Background: an optimization exercise with open tools, aiming at small area, a short achievable clock period and few clock cycles. Do not read the settings as production practice. RTL that was checked went through simulation tests only; none was proved equivalent to the original. Power and IR drop assume default switching activity.

==> v7 <==
Design dct_top, start of the top module:
module dct_top(data_in, clk, rst, dct_en, approx_en, data_out, dct_done);
parameter SIZE = 8, APPROX_BITS_ST1 = 6, APPROX_BITS_ST2 = 8, SIZE_MULT = SIZE+6, SIZE_OUT = SIZE+2, SIZE_FINAL = SIZE+4;
input [8*SIZE-1:0] data_in;
input clk, rst, dct_en;
input [1:0] approx_en;
output [64*(SIZE_FINAL-1)-1:0] data_out;
output dct_done;
	reg        en_r;
	reg  [2:0] cnt;        
	reg  [3:0] nrows;      
	reg  [2:0] row;        
	reg  [1:0] ap_r;
	always @(posedge clk) begin
		en_r <= dct_en & ~rst & ~nrows[3];
		ap_r <= approx_en;
		if (rst) begin
			cnt   <= 3'd0;
			nrows <= 4'd0;
			row   <= 3'd0;
		end else if (en_r) begin
			cnt   <= 3'd7;
			row   <= nrows[2:0];
			nrows <= nrows + 4'd1;
		end else if (cnt != 3'd0)
			cnt <= cnt - 3'd1;
	end
	wire       dv   = en_r | (cnt != 3'd0);             
	wire [2:0] t    = en_r ? 3'd0 : 3'd0 - cnt;          
	wire [2:0] rcur = en_r ? nrows[2:0] : row;
	reg [2:0] ph;
	reg       running, fin;
	reg [63:0] xa;
	reg        va;
	reg [2:0]  ta, ra;
	wire [7:0] sg;
	dctn_sign1 sg1 (.j(ph + 3'd3), .s(sg));
	always @(posedge clk) begin
		xa  <= data_in ^ {{8{sg[7]}}, {8{sg[6]}}, {8{sg[5]}}, {8{sg[4]}}, {8{sg[3]}}, {8{sg[2]}}, {8{sg[1]}}, {8{sg[0]}}};
		va  <= ~rst & dv;
		ta  <= t;
		ra  <= rcur;
	end
	wire [9:0] y1;
	dctn_pass1 p1 (.clk(clk), .x(xa), .s1n(16'd1 << {ap_r[0], ph + 3'd3}), .y(y1));
	reg        v1;
	reg [2:0]  t1, r1;
	always @(posedge clk) begin
		v1 <= ~rst & va;
		t1 <= ta;
		r1 <= ra;
	end
	reg [9:0]  yb;
	reg        vb;
	reg [2:0]  tb, rb;
	reg        done_r;
	wire last_c = vb & (tb == 3'd7) & (rb == 3'd7);    
	always @(posedge clk) begin
		yb  <= y1;
		vb  <= ~rst & v1;
		tb  <= t1;
		rb  <= r1;
		if (rst) begin
			ph      <= 3'd3;
			running <= 1'b1;
			fin     <= 1'b0;
			done_r  <= 1'b0;
		end else begin
			ph      <= ph + 3'd1;
			running <= running & ~done_r;
			fin     <= fin | last_c;
			done_r  <= running & ~done_r & (ph == 3'd6) & (fin | last_c);
		end
	end
	assign dct_done = done_r;
	wire [8*18-1:0] tail, nxa, nxb;
	wire [15:0] s2n = v1 ? (16'd1 << {ap_r[1], r1}) : 16'd0;
	dctn_pass2 p2 (.clk(clk), .y(yb), .s2n(s2n), .tail(tail), .nxa(nxa), .nxb(nxb));
	genvar gi, gp;
	generate
  ...
==> module dct_top, before the edit <==
module dct_top(data_in, clk, rst, dct_en, approx_en, data_out, dct_done);
parameter SIZE = 8, APPROX_BITS_ST1 = 6, APPROX_BITS_ST2 = 8, SIZE_MULT = SIZE+6, SIZE_OUT = SIZE+2, SIZE_FINAL = SIZE+4;
input [8*SIZE-1:0] data_in;
input clk, rst, dct_en;
input [1:0] approx_en;
output [64*(SIZE_FINAL-1)-1:0] data_out;
output dct_done;
	reg        en_r;
	reg  [2:0] cnt;        
	reg  [3:0] nrows;      
	reg  [2:0] row;        
	reg  [1:0] ap_r;
	always @(posedge clk) begin
		en_r <= dct_en & ~rst & ~nrows[3];
		ap_r <= approx_en;
		if (rst) begin
			cnt   <= 3'd0;
			nrows <= 4'd0;
			row   <= 3'd0;
		end else if (en_r) begin
			cnt   <= 3'd7;
			row   <= nrows[2:0];
			nrows <= nrows + 4'd1;
		end else if (cnt != 3'd0)
			cnt <= cnt - 3'd1;
	end
	wire       dv   = en_r | (cnt != 3'd0);             
	wire [2:0] t    = en_r ? 3'd0 : 3'd0 - cnt;          
	wire [2:0] rcur = en_r ? nrows[2:0] : row;
	reg [2:0] ph;
	reg       running, fin;
	reg [63:0] xa;
	reg        va;
	reg [2:0]  ta, ra;
	wire [7:0] sg;
	dctn_sign1 sg1 (.j(ph + 3'd3), .s(sg));
	always @(posedge clk) begin
		xa  <= data_in ^ {{8{sg[7]}}, {8{sg[6]}}, {8{sg[5]}}, {8{sg[4]}}, {8{sg[3]}}, {8{sg[2]}}, {8{sg[1]}}, {8{sg[0]}}};
		va  <= ~rst & dv;
		ta  <= t;
		ra  <= rcur;
	end
	wire [9:0] y1;
	dctn_pass1 p1 (.clk(clk), .x(xa), .s1n(16'd1 << {ap_r[0], ph + 3'd3}), .y(y1));
	reg        v1;
	reg [2:0]  t1, r1;
	always @(posedge clk) begin
		v1 <= ~rst & va;
		t1 <= ta;
		r1 <= ra;
	end
	reg [9:0]  yb;
	reg        vb;
	reg [2:0]  tb, rb;
	reg        done_r;
	wire last_c = vb & (tb == 3'd7) & (rb == 3'd7);    
	always @(posedge clk) begin
		yb  <= y1;
		vb  <= ~rst & v1;
		tb  <= t1;
		rb  <= r1;
		if (rst) begin
			ph      <= 3'd3;
			running <= 1'b1;
			fin     <= 1'b0;
			done_r  <= 1'b0;
		end else begin
			ph      <= ph + 3'd1;
			running <= running & ~done_r;
			fin     <= fin | last_c;
			done_r  <= running & ~done_r & (ph == 3'd6) & (fin | last_c);
		end
	end
	assign dct_done = done_r;
	wire [8*18-1:0] tail, nxa, nxb;
	wire [15:0] s2n = v1 ? (16'd1 << {ap_r[1], r1}) : 16'd0;
	dctn_pass2 p2 (.clk(clk), .y(yb), .s2n(s2n), .tail(tail), .nxa(nxa), .nxb(nxb));
	genvar gi, gp;
	generate
		for (gi = 0; gi < 8; gi = gi + 1) begin : g_ring
			reg [17:0]     ca, cb;      
			reg [7*11-1:0] hi;          
			reg [7*7-1:0]  lo;          
			reg            run;         
			always @(posedge clk) run <= rst | (run & ~done_r);
			wire [17:0] e0;
			dctn_bk18 ad (.a(ca), .b(cb), .s(e0));
			assign tail[18*gi +: 18] = {hi[6*11 +: 11], lo[6*7 +: 7]};
			always @(posedge clk) begin
				ca[6:0] <= nxa[18*gi +: 7];
				cb      <= nxb[18*gi +: 18];
				lo      <= {lo[0 +: 6*7], e0[6:0]};
				if (run) begin
					ca[17:7] <= nxa[18*gi + 7 +: 11];
					hi       <= {hi[0 +: 6*11], e0[17:7]};
				end
			end
			assign data_out[11*(8*gi+7) +: 11] = ca[17:7];
			for (gp = 0; gp < 7; gp = gp + 1) begin : g_out
				assign data_out[11*(8*gi+gp) +: 11] = hi[11*(6-gp) +: 11];
			end
		end
	endgenerate
endmodule
Settings: LEC_CHECK=0, ABC_CLOCK_PERIOD_IN_PS=4500, CAP_MARGIN=20, CORE_MARGIN=2, CORE_UTILIZATION=60, CTS_CLUSTER_DIAMETER=60, CTS_CLUSTER_SIZE=30, SLEW_MARGIN=20; clock period 15.0 ns.
standard.sh (not shown) runs the stock make flow with config.mk's settings and CLKGATE_MAP_FILE= SYNTH_SCRIPT=/design/flow/synth_recipe.tcl, a recipe that flattens the netlist after the stock synthesis.
==> flow/flow/run.sh <==
#!/bin/bash
# The standard layout (the standard.sh), except that the port buffers
# are buf_1 cells instead of the delay buffers buffer_ports picks itself.
export BUFFER_PORTS_ARGS="-buffer_cell sky130_fd_sc_hd__buf_1"
bash standard.sh > standard.log 2>&1
==> inputs of v31, as changes to v7 <==
--- a/flow/design.v
+++ b/flow/design.v
@@ -81,8 +81,6 @@
 			reg [17:0]     ca, cb;      
 			reg [7*11-1:0] hi;          
 			reg [7*7-1:0]  lo;          
-			reg            run;         
-			always @(posedge clk) run <= rst | (run & ~done_r);
 			wire [17:0] e0;
 			dctn_bk18 ad (.a(ca), .b(cb), .s(e0));
 			assign tail[18*gi +: 18] = {hi[6*11 +: 11], lo[6*7 +: 7]};
@@ -90,7 +88,7 @@
 				ca[6:0] <= nxa[18*gi +: 7];
 				cb      <= nxb[18*gi +: 18];
 				lo      <= {lo[0 +: 6*7], e0[6:0]};
-				if (run) begin
+				if (running) begin
 					ca[17:7] <= nxa[18*gi + 7 +: 11];
 					hi       <= {hi[0 +: 6*11], e0[17:7]};
 				end
==> flow/flow/run.sh (replaced) <==
#!/bin/bash
# The standard layout (the standard.sh), except that the port buffers
# are buf_2 cells instead of the delay buffers buffer_ports picks itself.
export BUFFER_PORTS_ARGS="-buffer_cell sky130_fd_sc_hd__buf_2"
bash standard.sh > standard.log 2>&1
==> comparison table <==
item	v31	v7
Outcome	complete, no violations	complete, no violations
Global-route wire length before repair	250 mm	248 mm
Highest cell delay on the worst timing path	0.50 ns	0.57 ns
Synthesized-area fraction occupied by ao, oa, aoi and oai cells	5.31%	5.41%
Top metal layer carrying routed signals	met4	met5
Core area	109000 um2	110000 um2
Routed wire length on met3	10.5 mm	15.2 mm
Period utilization	29.6%	30.1%
Worst Hold End	g_ring[3].lo[34]	g_ring[2].lo[17]
Initial core utilization	60.6%	60.2%
Inserted Clock Buffers	107	111
Largest net degree at the start of global routing	200	89
Worst-path clk slew	0.09 ns	0.08 ns
Worst setup path startpoint	g_ring[5].hi[38]	g_ring[6].hi[58]
Final HPWL DP	131 mm	128 mm
Die area	113000 um2	113000 um2
Portion of total power attributed to the clock network	18.1%	18.8%
Worst slack at placement	10.77 ns	10.62 ns
Repair and plain buffers	809	804
Relative area of non-clock buffer cells in the final design	5.60%	4.24%
Number of nets produced by synthesis	5545	5554
Fraction of area in multi-input gates	31.2%	31.6%
Testbench counts of v7, summed over its fixed seeds: cycles 6,724.
The RTL of v31 was laid out without a check of its function.

[separate check: timing with driven ports]
The results above use ideal ports. As a check the final layouts listed here were re-extracted and re-timed, cells and wires unchanged.
Step 1 (the two cells are an assumption about what drives the block):
set clk [get_ports {clk}]
set_driving_cell -lib_cell sky130_fd_sc_hd__clkbuf_16 $clk
set_driving_cell -lib_cell sky130_fd_sc_hd__buf_2 [delete_from_list [all_inputs] $clk]
Step 2 times the ports against the registers' clock, not the clock port: input delays grow and output delays shrink by t, the midpoint of the rising clock arrivals with the driver on.
Three values: ideal ports, drivers, drivers and shift; two values: the first two.
run | t (ns) | setup slack, ns | worst hold slack (ns)
v7 | 0.805 | 10.489 / 10.406 / 10.652 | 0.288 / 0.288 / 0.288
v31 | 0.805 | 10.567 / 10.491 / 10.681 | 0.296 / 0.296 / 0.296
After both steps every run listed still meets setup and hold.
